Background: an optimization exercise with open tools, aiming at small area, a short achievable clock period and few clock cycles per item. Do not read the settings as production practice. Where RTL was checked, it was by simulation tests only, not by an equivalence proof against the original. Power is estimated from default activity; no workload was simulated.

==> module gost89_ofb_encrypt, before the edit <==
module gost89_ofb_encrypt(
  input              clk,
  input              reset,
  input              load_data,
  input              load_IV,
  input      [255:0] key,
  input      [63:0]  in,
  input      [63:0]  IV,
  output     [63:0]  out,
  output reg         busy
);
  reg  [31:0] a, b;      
  reg  [31:0] rk;        
  reg  [4:0]  cnt;       
  function [2:0] kidx(input [4:0] r);
    kidx = r[2:0] ^ {3{r[4] & r[3]}};
  endfunction
  function [31:0] ksel(input [255:0] k, input [2:0] i);
    ksel = k[255 - 32*i -: 32];
  endfunction
  wire [31:0] ra, rb;
  gost89_round rnd(.key(rk), .n1(a), .n2(b), .out1(ra), .out2(rb));
  wire [4:0] cnt_inc = cnt + 5'd1;
  wire        ld_iv = load_data & load_IV;
  wire [31:0] fm    = load_data ? 32'd0 : (ra ^ b);
  wire [2:0] ki = load_data ? 3'd0 : kidx(cnt_inc);
  reg  [31:0] kmux;
  integer i;
  always @* begin
    kmux = 32'd0;
    for (i = 0; i < 8; i = i + 1)
      kmux = kmux | (ksel(key, i) & {32{ki == i}});
  end
  always @(posedge clk) begin
    if (load_data || busy) begin
      a <= ld_iv ? IV[63:32] : (b ^ fm);
      b <= ld_iv ? IV[31:0]  : a;
    end
    if (load_data)
      busy <= 1'b1;
    else if (reset || cnt == 5'd31)
      busy <= 1'b0;
    cnt <= (load_data || !busy) ? 5'd0 : cnt_inc;
    rk  <= kmux;
  end
  assign out = {b, a} ^ in;
endmodule
clock: 10.0 ns
lec_check: 0
cap_margin: 20
core_margin: 2
core_utilization: 50
place_density: 0.75
setup_slack_margin: 5
slew_margin: 20
standard.sh (not shown) runs the stock make flow with config.mk's settings and CLKGATE_MAP_FILE= SYNTH_SCRIPT=/design/flow/synth_recipe.tcl, a recipe that flattens the netlist after the stock synthesis.
==> flow/flow/run.sh <==
#!/bin/bash
# The standard ORFS layout (standard.sh) with these changes:
#  - the port buffers that buffer_ports puts on every input and output are the
#    smallest buffer (sky130_fd_sc_hd__buf_1) instead of ORFS's default choice;
#    the resizer may still upsize any of them where timing needs it;
#  - synthesis skips the extraction of full/half adder cells (extract_fa), so
#    ABC maps all of the combinational logic itself;
#  - the pin placer keeps each in[i] next to out[i] (out = KS ^ in is a
#    combinational port-to-port path);
#  - the resizer aims at a setup slack of 5.5 ns.
# standard.sh's output (every tool's) goes to standard.log; ORFS keeps per-step logs too.
args=""
for i in $(seq 0 63); do args="$args -group_pins {in[$i] out[$i]}"; done
export PLACE_PINS_ARGS="$args"
export BUFFER_PORTS_ARGS="-buffer_cell sky130_fd_sc_hd__buf_1"
export ADDER_MAP_FILE=
bash standard.sh SETUP_SLACK_MARGIN=5.5 finish > standard.log 2>&1
Testbench counts at the start, summed over its fixed seeds: cycles 33,792, items 1,024.
Rerun with:
--- a/flow/design.v
+++ b/flow/design.v
@@ -66,7 +66,7 @@
       busy <= 1'b1;
     else if (reset || cnt == 5'd31)
       busy <= 1'b0;
-    cnt <= (load_data || !busy) ? 5'd0 : cnt_inc;
+    cnt <= (load_data || reset) ? 5'd0 : cnt_inc;
     rk  <= kmux;
   end
   assign out = {b, a} ^ in;
Power falls by 0.94%; routed wire length climbs by 2.9%; count of clock-buffer cells in the layout is unchanged; fmax falls by 0.62%; synthesized area stays flat; die area barely changes; synthesized cell count stays the same; clock power goes down by about 4%; sequential share of layout area stays flat; critical path depth stays the same; clock skew hardly moves; cell count barely changes.
The RTL of the second run of this note was laid out without a check of its function.

Another version of the RTL of gost89_ofb_encrypt (not shown whole).
Size in the first run: roughly 1,100 cells after synthesis, ~100 flip-flops, ~10,000 µm² of cells after synthesis.
Design gost89_ofb_encrypt, start of the top module:
module gost89_ofb_encrypt(
  input              clk,
  input              reset,
  input              load_data,
  input              load_IV,
  input      [255:0] key,
  input      [63:0]  in,
  input      [63:0]  IV,
  output     [63:0]  out,
  output reg         busy
);
  reg  [31:0] a, b;      
  reg  [31:0] rk;        
  reg  [4:0]  cnt;       
  function [2:0] kidx(input [4:0] r);
    kidx = r[2:0] ^ {3{r[4] & r[3]}};
  endfunction
  function [31:0] ksel(input [255:0] k, input [2:0] i);
    ksel = k[255 - 32*i -: 32];
  endfunction
  wire [31:0] ra, rb;
  gost89_round rnd(.key(rk), .n1(a), .n2(b), .out1(ra), .out2(rb));
  wire [4:0] cnt_inc = cnt + 5'd1;
  always @(posedge clk) begin
    if (load_data) begin
      busy <= 1'b1;
      if (load_IV) begin
        a <= IV[63:32];
        b <= IV[31:0];
      end else begin
        a <= b;
        b <= a;
      end
    end else if (reset) begin
      busy <= 1'b0;
    end else if (busy) begin
      a <= ra;
      b <= rb;
      if (cnt == 5'd31)
        busy <= 1'b0;
    end
    cnt <= load_data ? 5'd0 : cnt_inc;
    rk  <= load_data ? key[255:224] : ksel(key, kidx(cnt_inc));
  end
  assign out = {b, a} ^ in;
endmodule
==> module gost89_ofb_encrypt, before the edit <==
module gost89_ofb_encrypt(
  input              clk,
  input              reset,
  input              load_data,
  input              load_IV,
  input      [255:0] key,
  input      [63:0]  in,
  input      [63:0]  IV,
  output     [63:0]  out,
  output reg         busy
);
  reg  [31:0] a, b;      
  reg  [31:0] rk;        
  reg  [4:0]  cnt;       
  function [2:0] kidx(input [4:0] r);
    kidx = r[2:0] ^ {3{r[4] & r[3]}};
  endfunction
  function [31:0] ksel(input [255:0] k, input [2:0] i);
    ksel = k[255 - 32*i -: 32];
  endfunction
  wire [31:0] ra, rb;
  gost89_round rnd(.key(rk), .n1(a), .n2(b), .out1(ra), .out2(rb));
  wire [4:0] cnt_inc = cnt + 5'd1;
  always @(posedge clk) begin
    if (load_data) begin
      busy <= 1'b1;
      if (load_IV) begin
        a <= IV[63:32];
        b <= IV[31:0];
      end else begin
        a <= b;
        b <= a;
      end
    end else if (reset) begin
      busy <= 1'b0;
    end else if (busy) begin
      a <= ra;
      b <= rb;
      if (cnt == 5'd31)
        busy <= 1'b0;
    end
    cnt <= load_data ? 5'd0 : cnt_inc;
    rk  <= load_data ? key[255:224] : ksel(key, kidx(cnt_inc));
  end
  assign out = {b, a} ^ in;
endmodule
clock: 10.0 ns
lec_check: 0
cap_margin: 20
core_margin: 2
core_utilization: 50
setup_slack_margin: 5
slew_margin: 20
==> flow/flow/run.sh <==
#!/bin/bash
# The standard ORFS layout (standard.sh) with two changes:
#  - the port buffers that buffer_ports puts on every input and output are the
#    smallest buffer (sky130_fd_sc_hd__buf_1) instead of ORFS's default choice;
#    the resizer may still upsize any of them where timing needs it;
#  - synthesis skips the extraction of full/half adder cells (extract_fa), so
#    ABC maps all of the combinational logic itself.
# Each tool's full output goes to standard.log (ORFS keeps per-step logs too).
export BUFFER_PORTS_ARGS="-buffer_cell sky130_fd_sc_hd__buf_1"
export ADDER_MAP_FILE=
bash standard.sh SETUP_SLACK_MARGIN=5.6 finish > standard.log 2>&1
Next try:
--- a/flow/design.v
+++ b/flow/design.v
@@ -48,24 +48,25 @@
   gost89_round rnd(.key(rk), .n1(a), .n2(b), .out1(ra), .out2(rb));
   wire [4:0] cnt_inc = cnt + 5'd1;
+  wire        ld_iv = load_data & load_IV;
+  wire [31:0] fm    = load_data ? 32'd0 : (ra ^ b);
+  wire [2:0] ki = load_data ? 3'd0 : kidx(cnt_inc);
+  reg  [31:0] kmux;
+  integer i;
+  always @* begin
+    kmux = 32'd0;
+    for (i = 0; i < 8; i = i + 1)
+      kmux = kmux | (ksel(key, i) & {32{ki == i}});
+  end
   always @(posedge clk) begin
-    if (load_data) begin
+    if (load_data || busy) begin
+      a <= ld_iv ? IV[63:32] : (b ^ fm);
+      b <= ld_iv ? IV[31:0]  : a;
+    end
+    if (load_data)
       busy <= 1'b1;
-      if (load_IV) begin
-        a <= IV[63:32];
-        b <= IV[31:0];
-      end else begin
-        a <= b;
-        b <= a;
-      end
-    end else if (reset) begin
+    else if (reset || cnt == 5'd31)
       busy <= 1'b0;
-    end else if (busy) begin
-      a <= ra;
-      b <= rb;
-      if (cnt == 5'd31)
-        busy <= 1'b0;
-    end
     cnt <= load_data ? 5'd0 : cnt_inc;
-    rk  <= load_data ? key[255:224] : ksel(key, kidx(cnt_inc));
+    rk  <= kmux;
   end
   assign out = {b, a} ^ in;
Outcome:
- core utilization rose by 2.2 points
- worst setup slack gets better by 0.0095 ns
- synthesized area fell by 11%
- total power fell by 4.3%
- cell area fell by 8.4%
- global-route usage rose by 8.1 points
- hold slack gets better by 0.082 ns
- routed wire length rose by about 10%
- via count rose by 2.1%
- cell count fell by 3.1%
- sequential power fell by 2.6%
- non-clock buffer count rose by 13
Testbench counts after the change, summed over its fixed seeds: cycles 33,792, items 1,024.
No functional check of the RTL was part of the first run of this note.

-- what the ideal ports hide --
How much do the figures lean on ideal ports? The routed layouts below were timed once more, with nothing changed but the port constraints.
Step 1 sets driving cells, clkbuf_16 on the clock port and buf_2 on the other inputs (assumed; they add their load-dependent delay and slew).
Step 2 moves the port delays by t, midway between the first and last clock arrival at a register: inputs arrive t later, outputs are due t later. That takes back most of the time a late clock gives input paths.
Three values: ideal, step 1, step 2; two values: the first two.
run | t (ns) | slack for setup (ns) | worst hold slack (ns) | worst data-port slew with drivers (ns)
the first run of note 1 | 0.410 | 5.570 / 5.524 / 5.359 | 0.585 / 0.585 / 0.585 | 0.14
the second run of note 1 | 0.412 | 5.542 / 5.507 / 5.291 | 0.603 / 0.603 / 0.603 | 0.17
the first run of note 2 | 0.404 | 5.534 / 5.494 / 5.494 | 0.503 / 0.503 / 0.503 | 0.15
the second run of note 2 | 0.404 | 5.543 / 5.469 / 5.467 | 0.585 / 0.585 / 0.585 | 0.17
After both steps every run listed still meets setup and hold. For the second run of note 1, which loses most, drivers alone change the setup slack by -0.035 ns; drivers and shift together by -0.251 ns.
